Source: an optimization exercise on an open RTL-to-GDS flow (aim: small area, a short achievable clock period and few clock cycles per item). Production flows keep margins and buffers that such runs may drop. The RTL was checked by simulation tests, not by an equivalence proof against the original design. Power figures rest on the tool's default switching activity, not on a simulated workload.

==> flow/design.v <==
module rf_read_port(ra, we, wa, wd, rall, rd);
    input [4:0] ra;
    input we;
    input [4:0] wa;
    input [7:0] wd;
    input [255:0] rall;
    output [7:0] rd;
    wire byp, nbyp;
    wire [3:0] nlo;
    wire [7:0] nhi;
    rf_bypass BYP(.ra(ra), .we(we), .wa(wa), .byp(byp), .nbyp(nbyp));
    rf_predecode PDEC(.ra(ra), .nlo(nlo), .nhi(nhi));
    wire [31:0] s;
    assign s[0] = 1'b0;
    genvar i, b;
    generate
        for (i = 1; i < 32; i = i + 1) begin : g_sel
            rf_nor2 SEL(.a(nlo[i % 4]), .b(nhi[i / 4]), .y(s[i]));
        end
        for (b = 0; b < 8; b = b + 1) begin : g_bit
            wire [10:0] g;
            wire [2:0] p;
            wire t, nwd;
            for (i = 0; i < 10; i = i + 1) begin : g_aoi
                rf_a222oi AOI(.a1(s[3*i+1]), .a2(rall[8*(3*i+1)+b]),
                              .b1(s[3*i+2]), .b2(rall[8*(3*i+2)+b]),
                              .c1(s[3*i+3]), .c2(rall[8*(3*i+3)+b]), .y(g[i]));
            end
            rf_nand2 AOI1(.a(s[31]), .b(rall[8*31+b]), .y(g[10]));
            rf_nand4 N0(.a(g[0]), .b(g[1]), .c(g[2]), .d(g[3]), .y(p[0]));
            rf_nand4 N1(.a(g[4]), .b(g[5]), .c(g[6]), .d(g[7]), .y(p[1]));
            rf_nand3 N2(.a(g[8]), .b(g[9]), .c(g[10]), .y(p[2]));
            rf_nor3 T(.a(p[0]), .b(p[1]), .c(p[2]), .y(t));
            rf_inv IW(.a(wd[b]), .y(nwd));
            rf_o22ai O(.a1(t), .a2(byp), .b1(nbyp), .b2(nwd), .y(rd[b]));
        end
    endgenerate
endmodule
module rf_bypass(ra, we, wa, byp, nbyp);
    input [4:0] ra, wa;
    input we;
    output byp, nbyp;
    assign byp = we & (ra == wa);
    assign nbyp = ~byp;
endmodule
module rf_predecode(ra, nlo, nhi);
    input [4:0] ra;
    output [3:0] nlo;
    output [7:0] nhi;
    genvar j;
    generate
        for (j = 0; j < 4; j = j + 1) begin : g_lo
            assign nlo[j] = ~(ra[1:0] == j);
        end
        for (j = 0; j < 8; j = j + 1) begin : g_hi
            assign nhi[j] = ~(ra[4:2] == j);
        end
    endgenerate
endmodule
module rf_nor3(a, b, c, y);
    input a, b, c;
    output y;
    assign y = ~(a | b | c);
endmodule
module rf_a222oi(a1, a2, b1, b2, c1, c2, y);
    input a1, a2, b1, b2, c1, c2;
    output y;
    assign y = ~((a1 & a2) | (b1 & b2) | (c1 & c2));
endmodule
module rf_o22ai(a1, a2, b1, b2, y);
    input a1, a2, b1, b2;
    output y;
    assign y = ~((a1 | a2) & (b1 | b2));
endmodule
module rf_nor2(a, b, y);
    input a, b;
    output y;
    assign y = ~(a | b);
endmodule
module rf_nand2(a, b, y);
    input a, b;
    output y;
    assign y = ~(a & b);
endmodule
module rf_inv(a, y);
    input a;
    output y;
    assign y = ~a;
endmodule
module rf_nand4(a, b, c, d, y);
    input a, b, c, d;
    output y;
    assign y = ~(a & b & c & d);
endmodule
module rf_nand3(a, b, c, y);
    input a, b, c;
    output y;
    assign y = ~(a & b & c);
endmodule
module processor(clk, rst, max_pc, imem_addr, imem_data, dmem_addr, dmem_data, done, out);
    input clk, rst;
    input [7:0] max_pc;
    output [7:0] imem_addr;
    input [31:0] imem_data;
    output [3:0] dmem_addr;
    input [7:0] dmem_data;
    output reg done;
    output [7:0] out;
    reg       e_valid;           
    reg       e_beq, e_bne;      
    reg       e_eql, e_eqh;      
    reg [7:0] e_tgt;             
    reg [7:0] e_seq;             
    reg [7:0] e_a, e_b;          
    reg [4:0] e_wa;              
    reg       e_jal, e_slt, e_lw;
    wire       e_eq  = e_eql & e_eqh;
    wire       taken = (e_beq & e_eq) | (e_bne & ~e_eq);
    wire [7:0] npc   = taken ? e_tgt : e_seq;
    wire [7:0] sum   = e_a + e_b;
    wire       lt    = $signed(e_a) < $signed(e_b);
    wire [7:0] wd    = e_lw  ? dmem_data :
                       e_jal ? e_tgt :
                       e_slt ? {7'd0, lt} : sum;
    wire       finish = e_valid & (npc >= max_pc);
    assign imem_addr = npc;
    assign dmem_addr = sum[3:0];
    reg [7:0] rf [1:31];
    wire [255:0] rall;
    wire [7:0] wd_m = rst ? 8'd0 : wd;
    assign rall[7:0] = 8'd0;
    genvar i;
    generate
        for (i = 1; i < 32; i = i + 1) begin : g_rf
            always @(posedge clk)
                if (rst || e_wa == i)
                    rf[i] <= wd_m;
            assign rall[8 * i +: 8] = rf[i];
        end
    endgenerate
    assign out = rf[4];
    wire [4:0] f_rs = imem_data[25:21];
    wire [4:0] f_rt = imem_data[20:16];
    wire       e_we = (e_wa != 5'd0);
    wire [7:0] f_a, f_b;     
    rf_read_port RPA(.ra(f_rs), .we(e_we), .wa(e_wa), .wd(wd), .rall(rall), .rd(f_a));
    rf_read_port RPB(.ra(f_rt), .we(e_we), .wa(e_wa), .wd(wd), .rall(rall), .rd(f_b));
    wire [5:0] f_op = imem_data[31:26];
    wire [5:0] f_fn = imem_data[5:0];
    wire [7:0] f_imm = imem_data[7:0];
    wire f_rtype = (f_op == 6'b000000);
    wire f_slt   = f_rtype && f_fn == 6'b101010;
    wire f_addu  = f_rtype && f_fn == 6'b100001;
    wire f_jr    = f_rtype && f_fn == 6'b001000;
    wire f_jal   = (f_op == 6'b000011);
    wire f_addiu = (f_op == 6'b001001);
    wire f_beq   = (f_op == 6'b000100);
    wire f_bne   = (f_op == 6'b000101);
    wire f_lw    = (f_op == 6'b100011);
    wire [4:0] f_wa = (f_slt | f_addu)  ? imem_data[15:11] :
                      (f_addiu | f_lw)  ? f_rt :
                      f_jal             ? 5'd31 : 5'd0;
    wire [7:0] f_seq = f_jal ? f_imm : f_jr ? f_a : npc + 8'd1;
    wire go = ~rst & ~done & ~finish;
    always @(posedge clk) begin
        e_tgt  <= npc + (f_jal ? 8'd4 : f_imm);
        e_a    <= f_a;
        e_b    <= (f_addiu | f_lw) ? f_imm : f_b;
        e_slt  <= f_slt;
        e_lw   <= f_lw;
        e_jal  <= f_jal;
        e_eql  <= (f_a[3:0] == f_b[3:0]);
        e_eqh  <= (f_a[7:4] == f_b[7:4]);
        if (rst) begin
            e_valid <= 1'b0;
            e_wa    <= 5'd0;
            e_beq   <= 1'b0;
            e_bne   <= 1'b0;
            e_seq   <= 8'd0;
            done    <= 1'b0;
        end else begin
            e_valid <= go;
            e_wa    <= go ? f_wa : 5'd0;
            e_beq   <= f_beq;
            e_bne   <= f_bne;
            e_seq   <= f_seq;
            if (finish) done <= 1'b1;
        end
    end
endmodule
clock: 6.0 ns
lec_check: 0
cap_margin: 5
core_margin: 2
core_utilization: 40
place_density: 0.6
setup_slack_margin: 3.2
slew_margin: 5
synth_hierarchical: 1
synth_minimum_keep_size: 0
standard.sh (not shown) runs the stock make flow with config.mk's settings and CLKGATE_MAP_FILE= SYNTH_SCRIPT=/design/flow/synth_recipe.tcl, a recipe that flattens the netlist after the stock synthesis.
==> flow/flow/run.sh <==
#!/bin/bash
# The standard layout, with strong buffers on the ports (in place of the
# delay cells buffer_ports picks by default) and cell sizing in repair not
# held to the original cell's footprint.
set -euo pipefail
export BUFFER_PORTS_ARGS="-buffer_cell sky130_fd_sc_hd__buf_4"
bash standard.sh MATCH_CELL_FOOTPRINT=0 finish > standard.log 2>&1
The first run completed without violations.
Testbench counts at the start, summed over its fixed seeds: cycles 16,064, instructions 15,104.
Then changed:
--- a/flow/config.mk
+++ b/flow/config.mk
@@ -6,10 +6,12 @@
 export NUM_CORES = 4
 export LEC_CHECK = 0
-export CAP_MARGIN = 5
+export CAP_MARGIN = 20
 export CORE_MARGIN = 2
 export CORE_UTILIZATION = 40
+export CTS_CLUSTER_DIAMETER = 80
+export CTS_CLUSTER_SIZE = 22
 export PLACE_DENSITY = 0.6
 export SETUP_SLACK_MARGIN = 3.2
-export SLEW_MARGIN = 5
+export SLEW_MARGIN = 20
 export SYNTH_HIERARCHICAL = 1
 export SYNTH_MINIMUM_KEEP_SIZE = 0
Result: The changed run went through all stages and came out clean; power came out lower by a little under a tenth; routed wire length is lower slightly; worst setup slack gets worse by 0.076 ns; synthesized area is unchanged; sequential cell count stays the same; maximum frequency shrinks by a few percent; count of clock-buffer cells in the layout went down by 15; cell count shrinks slightly; clock skew increases by 0.012 ns; hold slack improves by 0.0045 ns; via count shrinks slightly.
Then changed:
--- a/flow/flow/run.sh
+++ b/flow/flow/run.sh
@@ -5,3 +5,3 @@
 set -euo pipefail
 export BUFFER_PORTS_ARGS="-buffer_cell sky130_fd_sc_hd__buf_4"
-bash standard.sh MATCH_CELL_FOOTPRINT=0 finish > standard.log 2>&1
+bash standard.sh MATCH_CELL_FOOTPRINT=0 RECOVER_POWER=100 finish > standard.log 2>&1
--- a/flow/config.mk
+++ b/flow/config.mk
@@ -9,6 +9,4 @@
 export CORE_MARGIN = 2
 export CORE_UTILIZATION = 40
-export CTS_CLUSTER_DIAMETER = 80
-export CTS_CLUSTER_SIZE = 22
 export PLACE_DENSITY = 0.6
 export SETUP_SLACK_MARGIN = 3.2
The changed run produced a layout that fails on max-capacitance violations, max-slew violations.
Maximum frequency fell by 23%.
Global-route usage goes up by 0.20 points.
Sequential share of layout area increases by 0.11 points.
Cell area hardly moves.
Wire length is higher by 1.2%.
Die area is unchanged.
Count of clock-buffer cells in the layout came out higher by 15.
Hold slack got worse by 0.012 ns.
Then changed:
--- a/flow/flow/run.sh
+++ b/flow/flow/run.sh
@@ -5,3 +5,3 @@
 set -euo pipefail
 export BUFFER_PORTS_ARGS="-buffer_cell sky130_fd_sc_hd__buf_4"
-bash standard.sh MATCH_CELL_FOOTPRINT=0 RECOVER_POWER=100 finish > standard.log 2>&1
+bash standard.sh MATCH_CELL_FOOTPRINT=0 finish > standard.log 2>&1
--- a/flow/config.mk
+++ b/flow/config.mk
@@ -10,5 +10,5 @@
 export CORE_UTILIZATION = 40
 export PLACE_DENSITY = 0.6
-export SETUP_SLACK_MARGIN = 3.2
+export SETUP_SLACK_MARGIN = 2.9
 export SLEW_MARGIN = 20
 export SYNTH_HIERARCHICAL = 1
After rerunning: Now the flow finished with timing, DRC and antenna clean; count of clock-buffer cells in the layout is unchanged; power climbs by 2.8%; die area does not change; area after synthesis does not change; global-route usage drops by 0.64 points; fmax climbs by 30%; sequential share of layout area climbs by 0.40 points; combinational power climbs by about 3%; worst setup slack improved by 0.95 ns; wire length drops by 3.0%; sequential cell count is unchanged.

## port drivers added, routing unchanged
The results above use ideal ports. As a check the final layouts listed here were re-extracted and re-timed, cells and wires unchanged.
Step 1 assumes that a clkbuf_16 drives the clock port and a buf_2 every other input.
Step 2 times the ports against the registers' clock, not the clock port: input delays grow and output delays shrink by t, the midpoint of the rising clock arrivals with the driver on.
Three values: no drivers, after step 1, after step 2; two values: the first two.
run | shift t [ns] | slack for setup (ns) | worst setup path after step 2 | latest minus earliest clock arrival (ns) | pins driven straight from the clock port
the first run | 0.629 | 2.919 / 2.870 / 2.297 | input to register | 0.013 / 0.013 | 1
the second run | 0.577 | 2.843 / 2.836 / 2.259 | input to register | 0.025 / 0.025 | 1
the third run | 0.629 | 1.882 / 1.887 / 1.258 | input to register | 0.012 / 0.012 | 1
the fourth run | 0.556 | 2.835 / 2.865 / 2.309 | input to register | 0.029 / 0.029 | 1
For the third run, which loses most, drivers alone change the setup slack by +0.005 ns; drivers and shift together by -0.624 ns.
